Context: an optimization exercise on an open-source flow, tuned for small area. The choices shown serve that exercise and are no tape-out recipe. RTL that was checked went through simulation tests only; none was proved equivalent to the original.

## the reference run
Design FloatingPointMultiplier, start of the top module:
module FloatingPointMultiplier(
	input wire [26 : 0] in_1,
	input wire [26 : 0] in_2,
	input wire clk_pll,
	output wire [26 : 0] out
    );
Size: about 990 cells after synthesis, roughly 9300 um2 of cells after synthesis.
==> flow/config.mk <==
export PLATFORM = sky130hd
export DESIGN_NAME = FloatingPointMultiplier
export DESIGN_NICKNAME = FloatingPointMultiplier
export VERILOG_FILES = /design/flow/design.v
export SDC_FILE = /design/flow/constraint.sdc
export NUM_CORES = 4
export LEC_CHECK = 0
export CAP_MARGIN = 20
export CORE_MARGIN = 2
export CORE_UTILIZATION = 65
export PLACE_DENSITY = 0.8
export SLEW_MARGIN = 20
export SYNTH_HIERARCHICAL = 1
==> flow/constraint.sdc <==
create_clock -name core_clock -period 6.8 [get_ports {clk_pll}]
set_input_delay 1.3600 -clock core_clock [delete_from_list [all_inputs] [get_ports {clk_pll}]]
set_output_delay 1.3600 -clock core_clock [all_outputs]
set_load 0.01 [all_outputs]
standard.sh (not shown) runs the stock make flow with config.mk's settings and CLKGATE_MAP_FILE= SYNTH_SCRIPT=/design/flow/synth_recipe.tcl, a recipe that flattens the netlist after the stock synthesis.
==> flow/flow/run.sh <==
#!/bin/bash
# Layout flow: the standard synthesis and layout, with the smallest buffer
# cell for the port buffers instead of the one buffer_ports picks by default.
set -euo pipefail
bash standard.sh synth > synth.log 2>&1
bash standard.sh 'BUFFER_PORTS_ARGS=-buffer_cell sky130_fd_sc_hd__buf_1' finish > layout.log 2>&1
The reference run was carried through to the last stage, and its layout satisfied the timing, design-rule and antenna checks.
Input-level comparison between the trial run and the reference run:
diff --git a/flow/config.mk b/flow/config.mk
--- a/flow/config.mk
+++ b/flow/config.mk
@@ -10,2 +10 @@
-export CORE_UTILIZATION = 65
-export PLACE_DENSITY = 0.8
+export CORE_UTILIZATION = 40
### Flow results
- Relative to the reference run, post-route fraction of the period consumed by the critical path has decreased by 0.85 points in the trial run.
- The trial run ended up with pipe_nprod[27]$_DFF_P_ as its termination of the worst setup path; the reference run ended up with pipe_norm$_DFF_P_.
- On the trial run: worst setup slack is 58 ps higher than what the reference run gave.
- Compared the trial run vs the reference run, and post-route worst hold slack is down in the trial run.

## lane 4
FloatingPointMultiplier, a different RTL version from the one above (not shown whole).
Size: about 28 flip-flops, ~82 I/O pins, about 0.0092 mm2 of cells after synthesis.
==> flow/design.v (excerpt) <==
module FloatingPointMultiplier(
	input wire [26 : 0] in_1,
	input wire [26 : 0] in_2,
	input wire clk_pll,
	output wire [26 : 0] out
    );
	wire pp_0_0 = ~(in_1[0] & in_2[0]);
	wire pp_0_1 = ~(in_1[0] & in_2[1]);
	wire pp_0_2 = ~(in_1[0] & in_2[2]);
	wire pp_0_3 = ~(in_1[0] & in_2[3]);
	wire pp_0_4 = ~(in_1[0] & in_2[4]);
	wire pp_0_5 = ~(in_1[0] & in_2[5]);
	wire pp_0_6 = ~(in_1[0] & in_2[6]);
	wire pp_0_7 = ~(in_1[0] & in_2[7]);
	wire pp_0_8 = ~(in_1[0] & in_2[8]);
	wire pp_0_9 = ~(in_1[0] & in_2[9]);
	wire pp_0_10 = ~(in_1[0] & in_2[10]);
	wire pp_0_11 = ~(in_1[0] & in_2[11]);
	wire pp_0_12 = ~(in_1[0] & in_2[12]);
	wire pp_0_13 = ~(in_1[0] & in_2[13]);
	wire pp_0_14 = ~(in_1[0] & in_2[14]);
	wire pp_0_15 = ~(in_1[0] & in_2[15]);
	wire pp_0_16 = ~(in_1[0] & in_2[16]);
	wire pp_1_0 = ~(in_1[1] & in_2[0]);
	wire pp_1_1 = ~(in_1[1] & in_2[1]);
	wire pp_1_2 = ~(in_1[1] & in_2[2]);
	wire pp_1_3 = ~(in_1[1] & in_2[3]);
	wire pp_1_4 = ~(in_1[1] & in_2[4]);
  ...
export LEC_CHECK = 0
export CAP_MARGIN = 20
export CORE_MARGIN = 2
export CORE_UTILIZATION = 40
export CTS_BUF_LIST = sky130_fd_sc_hd__clkbuf_4 sky130_fd_sc_hd__clkbuf_8
export SLEW_MARGIN = 20
export SYNTH_HIERARCHICAL = 1
create_clock -name core_clock -period 6.8 [get_ports {clk_pll}]
==> flow/flow/run.sh <==
#!/bin/bash
# Layout flow: the standard synthesis and layout, with
# - the smallest buffer cell for the port buffers instead of the one
#   buffer_ports picks by default,
# - every combinational cell sized down before global placement
#   (flow/downsize.tcl), so that timing repair sizes up only what it needs,
# - timing-driven global placement that does not keep the buffers its
#   virtual repair inserts (GPL_KEEP_OVERFLOW=0); timing is repaired later,
# - input port buffers with many loads sized up to buf_2 after global
#   placement (flow/portbuf.tcl),
# - clock tree synthesis without dummy loads.
set -euo pipefail
bash standard.sh synth > synth.log 2>&1
bash standard.sh 'BUFFER_PORTS_ARGS=-buffer_cell sky130_fd_sc_hd__buf_1' \
  "PRE_GLOBAL_PLACE_TCL=$PWD/flow/downsize.tcl" GPL_KEEP_OVERFLOW=0 \
  "POST_GLOBAL_PLACE_TCL=$PWD/flow/portbuf.tcl" \
  'CTS_ARGS=-sink_clustering_enable -repair_clock_nets -dont_use_dummy_load -buf_list {sky130_fd_sc_hd__clkbuf_4 sky130_fd_sc_hd__clkbuf_8}' \
  finish > layout.log 2>&1
==> flow/flow/portbuf.tcl <==
# After global placement: an input port buffer that drives many cells gets the
# next size up (buf_2) rather than having the timing repair pick a clock or
# delay buffer for it later.
set db [ord::get_db]
set block [ord::get_db_block]
set buf2 [$db findMaster sky130_fd_sc_hd__buf_2]
set n 0
foreach inst [$block getInsts] {
  if {[[$inst getMaster] getName] != "sky130_fd_sc_hd__buf_1"} { continue }
  foreach it [$inst getITerms] {
    if {[$it isOutputSignal]} {
      set net [$it getNet]
      if {$net != "NULL" && [llength [$net getITerms]] > 8} {
        $inst swapMaster $buf2
        incr n
      }
    }
  }
}
puts "portbuf.tcl: sized up $n buffers driving more than 7 cells"
Other scripts of this flow, unchanged in this note and not shown: flow/flow/downsize.tcl
Lane 4 was carried through to the last stage, and its layout satisfied the timing, design-rule and antenna checks.
### lane 4 -> lane 5
diff --git a/flow/flow/run.sh b/flow/flow/run.sh
--- a/flow/flow/run.sh
+++ b/flow/flow/run.sh
@@ -7,6 +7,4 @@
 # - timing-driven global placement that does not keep the buffers its
 #   virtual repair inserts (GPL_KEEP_OVERFLOW=0); timing is repaired later,
-# - input port buffers with many loads sized up to buf_2 after global
-#   placement (flow/portbuf.tcl),
 # - clock tree synthesis without dummy loads.
 set -euo pipefail
@@ -14,5 +12,4 @@
 bash standard.sh 'BUFFER_PORTS_ARGS=-buffer_cell sky130_fd_sc_hd__buf_1' \
   "PRE_GLOBAL_PLACE_TCL=$PWD/flow/downsize.tcl" GPL_KEEP_OVERFLOW=0 \
-  "POST_GLOBAL_PLACE_TCL=$PWD/flow/portbuf.tcl" \
   'CTS_ARGS=-sink_clustering_enable -repair_clock_nets -dont_use_dummy_load -buf_list {sky130_fd_sc_hd__clkbuf_4 sky130_fd_sc_hd__clkbuf_8}' \
   finish > layout.log 2>&1
removed: flow/flow/portbuf.tcl
Both conditions hold for lane 5: the flow ran to the end and the final layout passed the timing, design-rule and antenna checks. Buffer count excluding the clock tree in the final layout was lower in the run labelled lane 4. Count of buffers inserted at the top-level ports delta (lane 4 -> lane 5): insignificant. The clock-cell share of area of lane 4 and that of lane 5 are within noise of each other. Taking lane 4 as the reference point, the smallest setup slack after layout of lane 5 falls by 97 ps. On final cell area excluding filler cells, lane 5 tracks lane 4 almost exactly. Between lane 4 and lane 5, the final layout net count figures differ only marginally.

Another version of the RTL of FloatingPointMultiplier (not shown whole).
Size in the first run: about 1000 cells after synthesis, roughly 28 flip-flops, ~82 I/O pins, about 0.0095 mm^2 of cells after synthesis.
Settings: LEC_CHECK=0, CAP_MARGIN=20, CORE_MARGIN=2, CORE_UTILIZATION=40, SLEW_MARGIN=20, SYNTH_HIERARCHICAL=1; clock period 6.8 ns.
==> flow/flow/run.sh <==
#!/bin/bash
# Layout flow: the standard synthesis and layout, with the smallest buffer
# cell for the port buffers, synthesis buffers removed at floorplan and no
# timing-driven buffering during global placement (timing is repaired after CTS).
set -euo pipefail
bash standard.sh synth > synth.log 2>&1
bash standard.sh 'BUFFER_PORTS_ARGS=-buffer_cell sky130_fd_sc_hd__buf_1' REMOVE_ABC_BUFFERS=1 GPL_TIMING_DRIVEN=0 finish > layout.log 2>&1
The first run ran to the end with no violations.
Rerun with:
==> flow/flow/run.sh (replaced) <==
#!/bin/bash
# Layout flow: the standard synthesis and layout, with the smallest buffer
# cell for the port buffers, synthesis buffers removed at floorplan, no
# timing-driven buffering during global placement, and cells on paths with
# slack sized down after global routing.
set -euo pipefail
bash standard.sh synth > synth.log 2>&1
bash standard.sh 'BUFFER_PORTS_ARGS=-buffer_cell sky130_fd_sc_hd__buf_1' REMOVE_ABC_BUFFERS=1 GPL_TIMING_DRIVEN=0 RECOVER_POWER=100 finish > layout.log 2>&1
After rerunning: Worst setup slack is better by 5.4 ps; via count is about the same; worst hold slack hardly moves.
Rerun with:
==> flow/run.sh (new file) <==
#!/bin/bash
# synth_recipe.tcl (not shown) runs the flow's synth.tcl, then flattens the netlist and writes it again
# the make line also repeats each setting of config.mk as NAME=value (left out here)
make -C /OpenROAD-flow-scripts/flow DESIGN_CONFIG=/design/flow/config.mk WORK_HOME=/design/flow/orfs CLKGATE_MAP_FILE= SYNTH_SCRIPT=/design/flow/synth_recipe.tcl finish
- GPL_TIMING_DRIVEN: not set -> 0
removed: flow/flow/run.sh
removed: flow/standard.sh
The new run finished clean.
Routed wire length decreases by a few percent.
Final cell count goes down by a few percent.
Function was not checked in any run of this note: the RTL went through the layout flow alone.

trial 83:
FloatingPointMultiplier, a different RTL version from the one above (not shown whole).
Size: ~950 cells after synthesis, ~28 flip-flops, ~82 I/O pins.
## FloatingPointMultiplier
module FloatingPointMultiplier(
	input wire [26 : 0] in_1,
	input wire [26 : 0] in_2,
	input wire clk_pll,
	output wire [26 : 0] out
    );
	wire pp_0_0 = ~(in_1[0] & in_2[0]);
	wire pp_0_1 = ~(in_1[0] & in_2[1]);
	wire pp_0_2 = ~(in_1[0] & in_2[2]);
	wire pp_0_3 = ~(in_1[0] & in_2[3]);
	wire pp_0_4 = ~(in_1[0] & in_2[4]);
	wire pp_0_5 = ~(in_1[0] & in_2[5]);
	wire pp_0_6 = ~(in_1[0] & in_2[6]);
	wire pp_0_7 = ~(in_1[0] & in_2[7]);
	wire pp_0_8 = ~(in_1[0] & in_2[8]);
	wire pp_0_9 = ~(in_1[0] & in_2[9]);
	wire pp_0_10 = ~(in_1[0] & in_2[10]);
	wire pp_0_11 = ~(in_1[0] & in_2[11]);
	wire pp_0_12 = ~(in_1[0] & in_2[12]);
	wire pp_0_13 = ~(in_1[0] & in_2[13]);
	wire pp_0_14 = ~(in_1[0] & in_2[14]);
	wire pp_0_15 = ~(in_1[0] & in_2[15]);
	wire pp_0_16 = ~(in_1[0] & in_2[16]);
	wire pp_1_0 = ~(in_1[1] & in_2[0]);
	wire pp_1_1 = ~(in_1[1] & in_2[1]);
	wire pp_1_2 = ~(in_1[1] & in_2[2]);
	wire pp_1_3 = ~(in_1[1] & in_2[3]);
	wire pp_1_4 = ~(in_1[1] & in_2[4]);
	wire pp_1_5 = ~(in_1[1] & in_2[5]);
	wire pp_1_6 = ~(in_1[1] & in_2[6]);
	wire pp_1_7 = ~(in_1[1] & in_2[7]);
	wire pp_1_8 = ~(in_1[1] & in_2[8]);
	wire pp_1_9 = ~(in_1[1] & in_2[9]);
	wire pp_1_10 = ~(in_1[1] & in_2[10]);
	wire pp_1_11 = ~(in_1[1] & in_2[11]);
	wire pp_1_12 = ~(in_1[1] & in_2[12]);
	wire pp_1_13 = ~(in_1[1] & in_2[13]);
	wire pp_1_14 = ~(in_1[1] & in_2[14]);
	wire pp_1_15 = ~(in_1[1] & in_2[15]);
	wire pp_1_16 = ~(in_1[1] & in_2[16]);
	wire pp_2_0 = ~(in_1[2] & in_2[0]);
	wire pp_2_1 = ~(in_1[2] & in_2[1]);
	wire pp_2_2 = ~(in_1[2] & in_2[2]);
	wire pp_2_3 = ~(in_1[2] & in_2[3]);
  ...
export LEC_CHECK = 0
export CAP_MARGIN = 20
export CORE_MARGIN = 2
export CORE_UTILIZATION = 60
export PLACE_DENSITY = 0.75
export SLEW_MARGIN = 20
export SYNTH_HIERARCHICAL = 1
create_clock -name core_clock -period 6.8 [get_ports {clk_pll}]
==> flow/flow/run.sh <==
#!/bin/bash
# Layout flow: the standard synthesis and layout, with
# - the smallest buffer cell for the port buffers instead of the one
#   buffer_ports picks by default,
# - every combinational cell sized down before global placement
#   (flow/downsize.tcl), so that timing repair sizes up only what it needs,
# - timing-driven global placement that does not keep the buffers its
#   virtual repair inserts (GPL_KEEP_OVERFLOW=0); timing is repaired later,
# - input port buffers with many loads sized up to buf_2 after global
#   placement (flow/portbuf.tcl),
# - clock tree synthesis without dummy loads.
set -euo pipefail
bash standard.sh synth > synth.log 2>&1
bash standard.sh 'BUFFER_PORTS_ARGS=-buffer_cell sky130_fd_sc_hd__buf_1' \
  "PRE_GLOBAL_PLACE_TCL=$PWD/flow/downsize.tcl" GPL_KEEP_OVERFLOW=0 \
  "POST_GLOBAL_PLACE_TCL=$PWD/flow/portbuf.tcl" \
  'CTS_ARGS=-sink_clustering_enable -repair_clock_nets -dont_use_dummy_load -buf_list {sky130_fd_sc_hd__clkbuf_4 sky130_fd_sc_hd__clkbuf_8}' \
  finish > layout.log 2>&1
Other scripts of this flow, unchanged in this note and not shown: flow/flow/downsize.tcl, flow/flow/portbuf.tcl
Every stage of the flow completed for trial 83, and the final layout passed the timing, design-rule and antenna checks.
## Diff of input files: trial 88 against trial 83
# trial 83
export LEC_CHECK = 0
export CAP_MARGIN = 20
export CORE_MARGIN = 2
export CORE_UTILIZATION = 60
export PLACE_DENSITY = 0.75
export SLEW_MARGIN = 20
export SYNTH_HIERARCHICAL = 1
create_clock -name core_clock -period 6.8 [get_ports {clk_pll}]
# trial 88
export LEC_CHECK = 0
export CAP_MARGIN = 20
export CORE_MARGIN = 2
export CORE_UTILIZATION = 40
export CTS_BUF_LIST = sky130_fd_sc_hd__clkbuf_4 sky130_fd_sc_hd__clkbuf_8
export SLEW_MARGIN = 20
export SYNTH_HIERARCHICAL = 1
create_clock -name core_clock -period 6.8 [get_ports {clk_pll}]
Trial 83 → trial 88: post-placement cell area increased by about 1.3% relative to the old numbers.
The clock buffer and inverter area fraction after layout of trial 83 and that of trial 88 are within noise of each other.
Maximum frequency: higher on trial 88

Setup of v6:
Another version of the RTL of FloatingPointMultiplier (not shown whole).
For scale: about 950 cells after synthesis, roughly 28 flip-flops, roughly 82 I/O pins.
## FloatingPointMultiplier
module FloatingPointMultiplier(
	input wire [26 : 0] in_1,
	input wire [26 : 0] in_2,
	input wire clk_pll,
	output wire [26 : 0] out
    );
	wire pp_0_0 = ~(in_1[0] & in_2[0]);
	wire pp_0_1 = ~(in_1[0] & in_2[1]);
	wire pp_0_2 = ~(in_1[0] & in_2[2]);
	wire pp_0_3 = ~(in_1[0] & in_2[3]);
	wire pp_0_4 = ~(in_1[0] & in_2[4]);
	wire pp_0_5 = ~(in_1[0] & in_2[5]);
	wire pp_0_6 = ~(in_1[0] & in_2[6]);
	wire pp_0_7 = ~(in_1[0] & in_2[7]);
	wire pp_0_8 = ~(in_1[0] & in_2[8]);
	wire pp_0_9 = ~(in_1[0] & in_2[9]);
	wire pp_0_10 = ~(in_1[0] & in_2[10]);
	wire pp_0_11 = ~(in_1[0] & in_2[11]);
	wire pp_0_12 = ~(in_1[0] & in_2[12]);
	wire pp_0_13 = ~(in_1[0] & in_2[13]);
	wire pp_0_14 = ~(in_1[0] & in_2[14]);
	wire pp_0_15 = ~(in_1[0] & in_2[15]);
	wire pp_0_16 = ~(in_1[0] & in_2[16]);
	wire pp_1_0 = ~(in_1[1] & in_2[0]);
	wire pp_1_1 = ~(in_1[1] & in_2[1]);
	wire pp_1_2 = ~(in_1[1] & in_2[2]);
	wire pp_1_3 = ~(in_1[1] & in_2[3]);
	wire pp_1_4 = ~(in_1[1] & in_2[4]);
	wire pp_1_5 = ~(in_1[1] & in_2[5]);
	wire pp_1_6 = ~(in_1[1] & in_2[6]);
	wire pp_1_7 = ~(in_1[1] & in_2[7]);
	wire pp_1_8 = ~(in_1[1] & in_2[8]);
	wire pp_1_9 = ~(in_1[1] & in_2[9]);
	wire pp_1_10 = ~(in_1[1] & in_2[10]);
	wire pp_1_11 = ~(in_1[1] & in_2[11]);
	wire pp_1_12 = ~(in_1[1] & in_2[12]);
	wire pp_1_13 = ~(in_1[1] & in_2[13]);
	wire pp_1_14 = ~(in_1[1] & in_2[14]);
	wire pp_1_15 = ~(in_1[1] & in_2[15]);
	wire pp_1_16 = ~(in_1[1] & in_2[16]);
	wire pp_2_0 = ~(in_1[2] & in_2[0]);
	wire pp_2_1 = ~(in_1[2] & in_2[1]);
	wire pp_2_2 = ~(in_1[2] & in_2[2]);
	wire pp_2_3 = ~(in_1[2] & in_2[3]);
	wire pp_2_4 = ~(in_1[2] & in_2[4]);
	wire pp_2_5 = ~(in_1[2] & in_2[5]);
	wire pp_2_6 = ~(in_1[2] & in_2[6]);
	wire pp_2_7 = ~(in_1[2] & in_2[7]);
	wire pp_2_8 = ~(in_1[2] & in_2[8]);
	wire pp_2_9 = ~(in_1[2] & in_2[9]);
	wire pp_2_10 = ~(in_1[2] & in_2[10]);
	wire pp_2_11 = ~(in_1[2] & in_2[11]);
	wire pp_2_12 = ~(in_1[2] & in_2[12]);
	wire pp_2_13 = ~(in_1[2] & in_2[13]);
	wire pp_2_14 = ~(in_1[2] & in_2[14]);
	wire pp_2_15 = ~(in_1[2] & in_2[15]);
	wire pp_2_16 = ~(in_1[2] & in_2[16]);
	wire pp_3_0 = ~(in_1[3] & in_2[0]);
  ...
Settings: LEC_CHECK=0, CAP_MARGIN=20, CORE_MARGIN=2, CORE_UTILIZATION=40, SLEW_MARGIN=20, SYNTH_HIERARCHICAL=1; clock period 6.8 ns.
run.sh (not shown) runs the stock make flow with config.mk's settings and CLKGATE_MAP_FILE= SYNTH_SCRIPT=/design/flow/synth_recipe.tcl, a recipe that flattens the netlist after the stock synthesis.
Stock flow here: none of the scripts above is used.
v6 finished all stages; layout check result: FAIL, due to setup timing.
Input changes introduced in v7 (baseline for comparison: v6):
- an added GPL_TIMING_DRIVEN of 0
## What came out
Going from v6 to v7, vias per cell grows by 0.19. Summary: with v6 as the reference, non-clock buffer count in v7 moved down by more than a quarter. The flow for v7 finished, though final verification flagged setup timing. On floorplan die height, v6 and v7 are neck and neck. Sort v6 and v7 by time the worst path needs with I/O delays and setup, descending, and v7 comes first. Of v6 and v7, the run reporting the lower instance area after placement was v7. Met2 demand-to-capacity share in global routing (v7 over v6): increase, 2.2 points. Against v6, v7 comes in 39 ps lower on setup slack. Comparing v6 and v7, routed wire length is lower on v6.
No functional check of the RTL was part of any run of this note.

[afterwards: timing with drivers on the ports]
The results above use ideal ports. As a check the final layouts listed here were re-extracted and re-timed, cells and wires unchanged.
Step 1 assumes that a clkbuf_16 drives the clock port and a buf_2 every other input.
Step 2 adds t to the input delays and takes it off the output delays; t is the mean of the earliest and latest rising clock arrival at the registers after step 1. Input paths then give back, and output paths get back, about the clock's delay inside the block.
Three values: no drivers, after step 1, after step 2; two values: the first two.
run	t, ns	setup WS [ns]	worst setup path after step 2
the reference run	0.287	0.521 / 0.531 / 0.244	input to register
the trial run	0.285	0.578 / 0.585 / 0.300	input to register
lane 4	0.302	0.346 / 0.353 / 0.051	input to register
lane 5	0.304	0.249 / 0.254 / -0.050	input to register
the first run of note 3	0.293	0.177 / 0.186 / -0.107	input to register
the second run of note 3	0.294	0.183 / 0.192 / -0.102	input to register
the third run of note 3	0.297	0.210 / 0.219 / -0.078	input to register
trial 83	0.292	0.268 / 0.265 / -0.028	input to register
trial 88	0.301	0.308 / 0.313 / 0.012	input to register
v6	0.293	-0.040 / -0.081 / -0.374	input to register
v7	0.293	-0.079 / -0.118 / -0.411	input to register
Met with ideal ports but missed after step 2: setup timing in 5 of these runs. The setup slack of v6, which loses most, moves by -0.041 ns with the drivers and by -0.334 ns with both steps.
